Context: an optimization exercise on an open-source flow, tuned for small area, a short achievable clock period and few clock cycles. The choices shown serve that exercise and are no tape-out recipe.
At most, simulation tests tie the RTL to the original design; equivalence was not proved.
Power is estimated from default activity; no workload was simulated.

P:
==> flow/design.v <==
module Sbox5 (
    input  [3 : 0]  e,
    output [3 : 0]  a,     
    output [3 : 0]  b,
    output [3 : 0]  p
);
localparam [15:0] A00 = 16'hd899, A01 = 16'hdb69, A10 = 16'h36b5, A11 = 16'h99e8;
localparam [15:0] B00 = 16'h3f66, B01 = 16'h24cf, B10 = 16'h3664, B11 = 16'hf9e8;
localparam [15:0] P00 = 16'he7ff, P01 = 16'hffa6, P10 = 16'h00d1, P11 = 16'h6000;
assign a = {A11[e], A10[e], A01[e], A00[e]};
assign b = {B11[e], B10[e], B01[e], B00[e]};
assign p = {P11[e], P10[e], P01[e], P00[e]};
endmodule
module Round (
    input o, A, nAB, oA, oB, oAB,
    output [31 : 0] h_out
);
wire no, nA, noA, noB, noAB;
ZInv i_no  (.i0(o),   .o(no));
ZInv i_nA  (.i0(A),   .o(nA));
ZInv i_noA (.i0(oA),  .o(noA));
ZInv i_noB (.i0(oB),  .o(noB));
ZInv i_noAB(.i0(oAB), .o(noAB));
assign h_out[ 3: 0] = {nAB,  nAB,  nAB,  nAB };
assign h_out[ 7: 4] = {oAB,  oAB,  noAB, noAB};
assign h_out[11: 8] = {noB,  noA,  oB,   oA  };
assign h_out[15:12] = {oB,   A,    noB,  A   };
assign h_out[19:16] = {no,   o,    o,    no  };
assign h_out[23:20] = {no,   1'b1, o,    1'b1};
assign h_out[27:24] = {A,    noB,  A,    oB  };
assign h_out[31:28] = {nA,   oB,   nA,   noB };
endmodule
module LenCheck (
    input  [63 : 0] len,
    output          nz,
    output          nle1,
    output          up_zero
);
wire [31:0] z1;    
wire [7:0]  n2;    
wire [3:0]  z3;    
wire z1x, n2x, z3x;    
genvar i;
generate
    for (i = 0; i < 32; i = i + 1) begin : l1
        ZNor2 g(.i0(len[2*i]), .i1(len[2*i+1]), .o(z1[i]));
    end
    for (i = 0; i < 8; i = i + 1) begin : l2
        ZNand4 g(.i0(z1[4*i]), .i1(z1[4*i+1]), .i2(z1[4*i+2]), .i3(z1[4*i+3]), .o(n2[i]));
    end
    for (i = 0; i < 4; i = i + 1) begin : l3
        ZNor2 g(.i0(n2[2*i]), .i1(n2[2*i+1]), .o(z3[i]));
    end
endgenerate
ZNand4 l4(.i0(z3[0]), .i1(z3[1]), .i2(z3[2]), .i3(z3[3]), .o(nz));
ZInv   x1(.i0(len[1]), .o(z1x));
ZNand4 x2(.i0(z1x), .i1(z1[1]), .i2(z1[2]), .i3(z1[3]), .o(n2x));
ZNor2  x3(.i0(n2x), .i1(n2[1]), .o(z3x));
ZNand4 x4(.i0(z3x), .i1(z3[1]), .i2(z3[2]), .i3(z3[3]), .o(nle1));
assign up_zero = !n2[1] && z3[1] && z3[2] && z3[3];
endmodule
module HashIteration (
    input  [7 : 0] M,
    output         a,
    output         b,
    output         p
);
wire [3:0] av, bv, pv;
Sbox5 sbox(
    .e ({M[5], M[3], M[0], M[6]}),
    .a (av),
    .b (bv),
    .p (pv)
);
wire x = M[7] ^ M[2];
wire y = M[4] ^ M[1];
wire [1:0] an, bn, pn;
ZMux2i a0(.s(y), .i0(av[0]), .i1(av[1]), .o(an[0]));
ZMux2i a1(.s(y), .i0(av[2]), .i1(av[3]), .o(an[1]));
ZMux2i a2(.s(x), .i0(an[0]), .i1(an[1]), .o(a));
ZMux2i b0(.s(y), .i0(bv[0]), .i1(bv[1]), .o(bn[0]));
ZMux2i b1(.s(y), .i0(bv[2]), .i1(bv[3]), .o(bn[1]));
ZMux2i b2(.s(x), .i0(bn[0]), .i1(bn[1]), .o(b));
ZMux2i p0(.s(y), .i0(pv[0]), .i1(pv[1]), .o(pn[0]));
ZMux2i p1(.s(y), .i0(pv[2]), .i1(pv[3]), .o(pn[1]));
ZMux2i p2(.s(x), .i0(pn[0]), .i1(pn[1]), .o(p));
endmodule
module ZNor2 (input i0, input i1, output o);
assign o = ~(i0 | i1);
endmodule
module ZNand4 (input i0, input i1, input i2, input i3, output o);
assign o = ~(i0 & i1 & i2 & i3);
endmodule
module ZInv (input i0, output o);
assign o = ~i0;
endmodule
module FlagZ0 (input nx, input nz, input q, output o);
assign o = nx & (nz | q);
endmodule
module ZMux2i (input s, input i0, input i1, output o);
assign o = ~(s ? i1 : i0);
endmodule
module FlagZ0n (input nx, input nz, input q, output o);
assign o = ~(nx & (nz | q));
endmodule
module FlagZ1n (input nx, input nz, input q, output o);
assign o = ~(nx | ~(nz | q));
endmodule
module lightHashDES(
        input clk,
        input M_valid,
        input rst_n,
        input [7 : 0] M,
        input [63 : 0] input_lenght,
        output reg hash_ready,
        output [31 : 0] digest
    );
reg busy;
reg [7:0] lown;
reg [55:0] upn;
reg [5:0]  phase;
reg        req;    
reg        bor;    
reg        up_zero;
reg        up_acc;
reg o, A, nAB, oA, oB, oAB;
wire a, b, p;
HashIteration main(
    .M(M),
    .a(a),
    .b(b),
    .p(p)
);
Round expand(
    .o(o), .A(A), .nAB(nAB), .oA(oA), .oB(oB), .oAB(oAB),
    .h_out(digest)
);
wire [7:0] low_zero;       
genvar i;
generate
    for (i = 0; i < 8; i = i + 1) begin : bit_
        if (i == 0) begin : first
            assign low_zero[i] = 1'b1;
        end else begin : rest
            assign low_zero[i] = &lown[i-1 : 0];
        end
    end
endgenerate
wire phase0  = phase == 6'd0;
wire phase55 = phase == 6'd55;
wire bor_eff = phase0 ? req : bor;
wire upn_in  = upn[0] ^ bor_eff;   
wire start    = !busy && M_valid;
wire len_nz, len_gt1, len_up_zero;
LenCheck len_check(
    .len(input_lenght),
    .nz(len_nz),
    .nle1(len_gt1),
    .up_zero(len_up_zero)
);
wire at_two   = up_zero && lown == 8'hfd;
wire len_le1;
ZInv le1_inv(.i0(len_gt1), .o(len_le1));
wire busy_x, hr_y;
ZMux2i busy_m(.s(busy), .i0(len_le1), .i1(at_two),  .o(busy_x));
ZMux2i hr_m  (.s(busy), .i0(len_gt1), .i1(!at_two), .o(hr_y));
always @(posedge clk or negedge rst_n) begin
    if (!rst_n) begin
        hash_ready <= 1'b0;
        busy <= 1'b0;
    end else if (M_valid) begin
        hash_ready <= hr_y;
        busy <= busy_x;
    end
end
always @(posedge clk) begin
    lown <= busy ? lown ^ ({8{M_valid}} & low_zero) : ~input_lenght[7:0];
    upn <= busy ? {upn_in, upn[55:1]} : ~input_lenght[63:8];
    phase <= (busy && !phase55) ? phase + 6'd1 : 6'd0;
    up_acc <= busy && !phase55 && (!upn_in || (up_acc && !phase0));
    up_zero <= busy ? (phase55 ? !(!upn_in || up_acc) : up_zero) : len_up_zero;
    req <= busy && ((M_valid && lown == 8'hff) || (req && !phase0));
    bor <= busy && bor_eff && upn[0];
end
localparam [5:0] c = 6'b000100;
wire [5:0] k  = start ? c : {oAB, oB, oA, nAB, A, o};
wire [5:0] kt = k ^ {6{M_valid}};
wire       q  = busy || !M_valid;    
wire [5:0] f    = {p, b, a, p, a, 1'b1};
localparam [5:0] flip = 6'b111000;
wire [5:0] kn, ktn, d;
genvar j;
generate
    for (j = 0; j < 6; j = j + 1) begin : flag
        if (j < 1) begin : plain
            if (c[j]) begin : one
                FlagZ1 z(.nx(kt[j]), .nz(len_nz), .q(q), .o(d[j]));
            end else begin : zero
                FlagZ0 z(.nx(kt[j]), .nz(len_nz), .q(q), .o(d[j]));
            end
        end else begin : pick
            assign kn[j] = ~k[j];
            if (c[j]) begin : one
                FlagZ1n z1(.nx(kt[j]), .nz(len_nz), .q(q), .o(ktn[j]));
            end else begin : zero
                FlagZ0n z1(.nx(kt[j]), .nz(len_nz), .q(q), .o(ktn[j]));
            end
            if (flip[j]) begin : inv
                ZMux2i m(.s(f[j]), .i0(ktn[j]), .i1(kn[j]), .o(d[j]));
            end else begin : pos
                ZMux2i m(.s(f[j]), .i0(kn[j]), .i1(ktn[j]), .o(d[j]));
            end
        end
    end
endgenerate
always @(posedge clk) begin
    {oAB, oB, oA, nAB, A, o} <= d;
end
endmodule
clock: 4.5 ns
lec_check: 0
cap_margin: 20
core_margin: 2
core_utilization: 40
place_density: 0.6
setup_slack_margin: 2.6
slew_margin: 20
standard.sh (not shown) runs the stock make flow with config.mk's settings and CLKGATE_MAP_FILE= SYNTH_SCRIPT=/design/flow/synth_recipe.tcl, a recipe that flattens the netlist after the stock synthesis.
==> flow/flow/run.sh <==
#!/bin/bash
set -euo pipefail
bash standard.sh "ADDER_MAP_FILE=" "BUFFER_PORTS_ARGS=-buffer_cell sky130_fd_sc_hd__buf_1" \
  "SYNTH_KEEP_MODULES=Sbox5 ZNor2 ZNand4 ZInv ZMux2i FlagZ0 FlagZ0n FlagZ1n" \
  "CTS_ARGS=-sink_clustering_enable -repair_clock_nets -dont_use_dummy_load" finish > flow.log 2>&1
Testbench counts of P, summed over its fixed seeds: cycles 29,177.
Changes in Q relative to P:
--- a/flow/design.v
+++ b/flow/design.v
@@ -115,10 +115,11 @@
         output reg hash_ready,
         output [31 : 0] digest
     );
 reg busy;
-reg [7:0] lown;
-reg [55:0] upn;
+reg pend;
+reg [7:0] low;
+reg [55:0] up;
 reg [5:0]  phase;
 reg        req;    
 reg        bor;    
 reg        up_zero;
@@ -141,25 +142,25 @@
     for (i = 0; i < 8; i = i + 1) begin : bit_
         if (i == 0) begin : first
             assign low_zero[i] = 1'b1;
         end else begin : rest
-            assign low_zero[i] = &lown[i-1 : 0];
+            assign low_zero[i] = ~|low[i-1 : 0];
         end
     end
 endgenerate
 wire phase0  = phase == 6'd0;
 wire phase55 = phase == 6'd55;
 wire bor_eff = phase0 ? req : bor;
-wire upn_in  = upn[0] ^ bor_eff;   
+wire up_in   = up[0] ^ bor_eff;    
 wire start    = !busy && M_valid;
 wire len_nz, len_gt1, len_up_zero;
 LenCheck len_check(
     .len(input_lenght),
     .nz(len_nz),
     .nle1(len_gt1),
     .up_zero(len_up_zero)
 );
-wire at_two   = up_zero && lown == 8'hfd;
+wire at_two   = up_zero && ~|low[7:2] && low[1] && (low[0] == pend);
 wire len_le1;
 ZInv le1_inv(.i0(len_gt1), .o(len_le1));
 wire busy_x, hr_y;
 ZMux2i busy_m(.s(busy), .i0(len_le1), .i1(at_two),  .o(busy_x));
@@ -173,15 +174,16 @@
         busy <= busy_x;
     end
 end
 always @(posedge clk) begin
-    lown <= busy ? lown ^ ({8{M_valid}} & low_zero) : ~input_lenght[7:0];
-    upn <= busy ? {upn_in, upn[55:1]} : ~input_lenght[63:8];
+    pend <= busy && M_valid;
+    low <= busy ? low ^ ({8{pend}} & low_zero) : input_lenght[7:0];
+    up <= busy ? {up_in, up[55:1]} : input_lenght[63:8];
     phase <= (busy && !phase55) ? phase + 6'd1 : 6'd0;
-    up_acc <= busy && !phase55 && (!upn_in || (up_acc && !phase0));
-    up_zero <= busy ? (phase55 ? !(!upn_in || up_acc) : up_zero) : len_up_zero;
-    req <= busy && ((M_valid && lown == 8'hff) || (req && !phase0));
-    bor <= busy && bor_eff && upn[0];
+    up_acc <= busy && !phase55 && (up_in || (up_acc && !phase0));
+    up_zero <= busy ? (phase55 ? !(up_in || up_acc) : up_zero) : len_up_zero;
+    req <= busy && ((pend && low == 8'd0) || (req && !phase0));
+    bor <= busy && bor_eff && !up[0];
 end
 localparam [5:0] c = 6'b000100;
 wire [5:0] k  = start ? c : {oAB, oB, oA, nAB, A, o};
 wire [5:0] kt = k ^ {6{M_valid}};
@@ -198,12 +200,13 @@
             end else begin : zero
                 FlagZ0 z(.nx(kt[j]), .nz(len_nz), .q(q), .o(d[j]));
             end
         end else begin : pick
-            assign kn[j] = ~k[j];
             if (c[j]) begin : one
+                FlagZ1n z0(.nx(k[j]),  .nz(len_nz), .q(q), .o(kn[j]));
                 FlagZ1n z1(.nx(kt[j]), .nz(len_nz), .q(q), .o(ktn[j]));
             end else begin : zero
+                FlagZ0n z0(.nx(k[j]),  .nz(len_nz), .q(q), .o(kn[j]));
                 FlagZ0n z1(.nx(kt[j]), .nz(len_nz), .q(q), .o(ktn[j]));
             end
             if (flip[j]) begin : inv
                 ZMux2i m(.s(f[j]), .i0(ktn[j]), .i1(kn[j]), .o(d[j]));
==> summary.txt <==
Q — height of the die 2.7% higher, P as reference
The higher part of the power in combinational logic of P and Q is in Q.
P → Q: width of the die went up by about 2.7%; total standard cell area after synthesis went up by 220 um2.
Synthesized-area fraction occupied by ao, oa, aoi and oai cells in Q is 6.7 points lower than in P
For Q, only the layout was checked, not whether the RTL still works.

* * *

// lightHashDES: RTL as listed in full above, without the edits since
==> flow/config.mk <==
export PLATFORM = sky130hd
export DESIGN_NAME = lightHashDES
export DESIGN_NICKNAME = lightHashDES
export VERILOG_FILES = /design/flow/design.v
export SDC_FILE = /design/flow/constraint.sdc
export NUM_CORES = 4
export LEC_CHECK = 0
export CAP_MARGIN = 20
export CORE_MARGIN = 2
export CORE_UTILIZATION = 40
export PLACE_DENSITY = 0.6
export SETUP_SLACK_MARGIN = 2.65
export SLEW_MARGIN = 20
==> flow/constraint.sdc <==
create_clock -name core_clock -period 4.5 [get_ports {clk}]
set_input_delay 0.9000 -clock core_clock [delete_from_list [all_inputs] [get_ports {clk}]]
set_output_delay 0.9000 -clock core_clock [all_outputs]
set_load 0.01 [all_outputs]
Scripts as last shown in full above: flow/flow/run.sh
The baseline completed without violations.
Testbench counts at the start, summed over its fixed seeds: cycles 29,177.
Edit:
--- a/flow/design.v
+++ b/flow/design.v
@@ -113,14 +113,15 @@
         input [7 : 0] M,
         input [63 : 0] input_lenght,
         output reg hash_ready,
         output [31 : 0] digest
     );
 reg busy;
-reg [7:0] lown;
-reg [55:0] upn;
+reg pend;
+reg [7:0] low;
+reg [55:0] up;
 reg [5:0]  phase;
 reg        req;    
 reg        bor;    
 reg        up_zero;
 reg        up_acc;
 reg o, A, nAB, oA, oB, oAB;
@@ -139,29 +140,29 @@
 genvar i;
 generate
     for (i = 0; i < 8; i = i + 1) begin : bit_
         if (i == 0) begin : first
             assign low_zero[i] = 1'b1;
         end else begin : rest
-            assign low_zero[i] = &lown[i-1 : 0];
+            assign low_zero[i] = ~|low[i-1 : 0];
         end
     end
 endgenerate
 wire phase0  = phase == 6'd0;
 wire phase55 = phase == 6'd55;
 wire bor_eff = phase0 ? req : bor;
-wire upn_in  = upn[0] ^ bor_eff;   
+wire up_in   = up[0] ^ bor_eff;    
 wire start    = !busy && M_valid;
 wire len_nz, len_gt1, len_up_zero;
 LenCheck len_check(
     .len(input_lenght),
     .nz(len_nz),
     .nle1(len_gt1),
     .up_zero(len_up_zero)
 );
-wire at_two   = up_zero && lown == 8'hfd;
+wire at_two   = up_zero && ~|low[7:2] && low[1] && (low[0] == pend);
 wire len_le1;
 ZInv le1_inv(.i0(len_gt1), .o(len_le1));
 wire busy_x, hr_y;
 ZMux2i busy_m(.s(busy), .i0(len_le1), .i1(at_two),  .o(busy_x));
 ZMux2i hr_m  (.s(busy), .i0(len_gt1), .i1(!at_two), .o(hr_y));
 always @(posedge clk or negedge rst_n) begin
@@ -171,19 +172,20 @@
     end else if (M_valid) begin
         hash_ready <= hr_y;
         busy <= busy_x;
     end
 end
 always @(posedge clk) begin
-    lown <= busy ? lown ^ ({8{M_valid}} & low_zero) : ~input_lenght[7:0];
-    upn <= busy ? {upn_in, upn[55:1]} : ~input_lenght[63:8];
+    pend <= busy && M_valid;
+    low <= busy ? low ^ ({8{pend}} & low_zero) : input_lenght[7:0];
+    up <= busy ? {up_in, up[55:1]} : input_lenght[63:8];
     phase <= (busy && !phase55) ? phase + 6'd1 : 6'd0;
-    up_acc <= busy && !phase55 && (!upn_in || (up_acc && !phase0));
-    up_zero <= busy ? (phase55 ? !(!upn_in || up_acc) : up_zero) : len_up_zero;
-    req <= busy && ((M_valid && lown == 8'hff) || (req && !phase0));
-    bor <= busy && bor_eff && upn[0];
+    up_acc <= busy && !phase55 && (up_in || (up_acc && !phase0));
+    up_zero <= busy ? (phase55 ? !(up_in || up_acc) : up_zero) : len_up_zero;
+    req <= busy && ((pend && low == 8'd0) || (req && !phase0));
+    bor <= busy && bor_eff && !up[0];
 end
 localparam [5:0] c = 6'b000100;
 wire [5:0] k  = start ? c : {oAB, oB, oA, nAB, A, o};
 wire [5:0] kt = k ^ {6{M_valid}};
 wire       q  = busy || !M_valid;    
 wire [5:0] f    = {p, b, a, p, a, 1'b1};
After rerunning: Combinational power went up by about 36%. Area after synthesis rose by 5.2%. Final area grows by 4.5%. Flip-flop and latch count grows by 1. Hold slack gets worse by 8.5 ps. Worst setup slack loses 12 ps. First-iteration DRC count shrinks by about 15%. Core utilization goes down by 0.37 points. Total power goes up by about 20%. Wire length decreases by about 2.6%. Maximum frequency went down by about 0.65%. Synthesized cell count decreases by 12%.
Testbench counts after the change, summed over its fixed seeds: cycles 29,177.

re-timing with driven ports:
No port has a modelled driver above. Below, the same layouts with a new extraction and two added sets of constraints. Step 1 sets driving cells, clkbuf_16 on the clock port and buf_2 on the other inputs (assumed; they add their load-dependent delay and slew). Step 2 moves the port delays by t, midway between the first and last clock arrival at a register: inputs arrive t later, outputs are due t later. That takes back most of the time a late clock gives input paths. Slacks: ideal ports / drivers / drivers and shift; pairs: ideal ports / drivers.
run | t, ns | slack for setup (ns) | worst setup path at the end | clock arrival spread, ns | worst register clock-pin slew, ns
P | 0.358 | 2.639 / 2.646 / 2.287 | input to register | 0.022 / 0.021 | 0.08 / 0.08
Q | 0.363 | 2.649 / 2.629 / 2.266 | input to register | 0.036 / 0.036 | 0.09 / 0.09
the first run of note 2 | 0.358 | 2.692 / 2.620 / 2.262 | input to register | 0.017 / 0.017 | 0.08 / 0.08
the second run of note 2 | 0.371 | 2.680 / 2.650 / 2.306 | input to register | 0.035 / 0.034 | 0.10 / 0.10
After both steps every run listed still meets setup and hold. The setup slack of the first run of note 2, which loses most, moves by -0.072 ns with the drivers and by -0.430 ns with both steps.
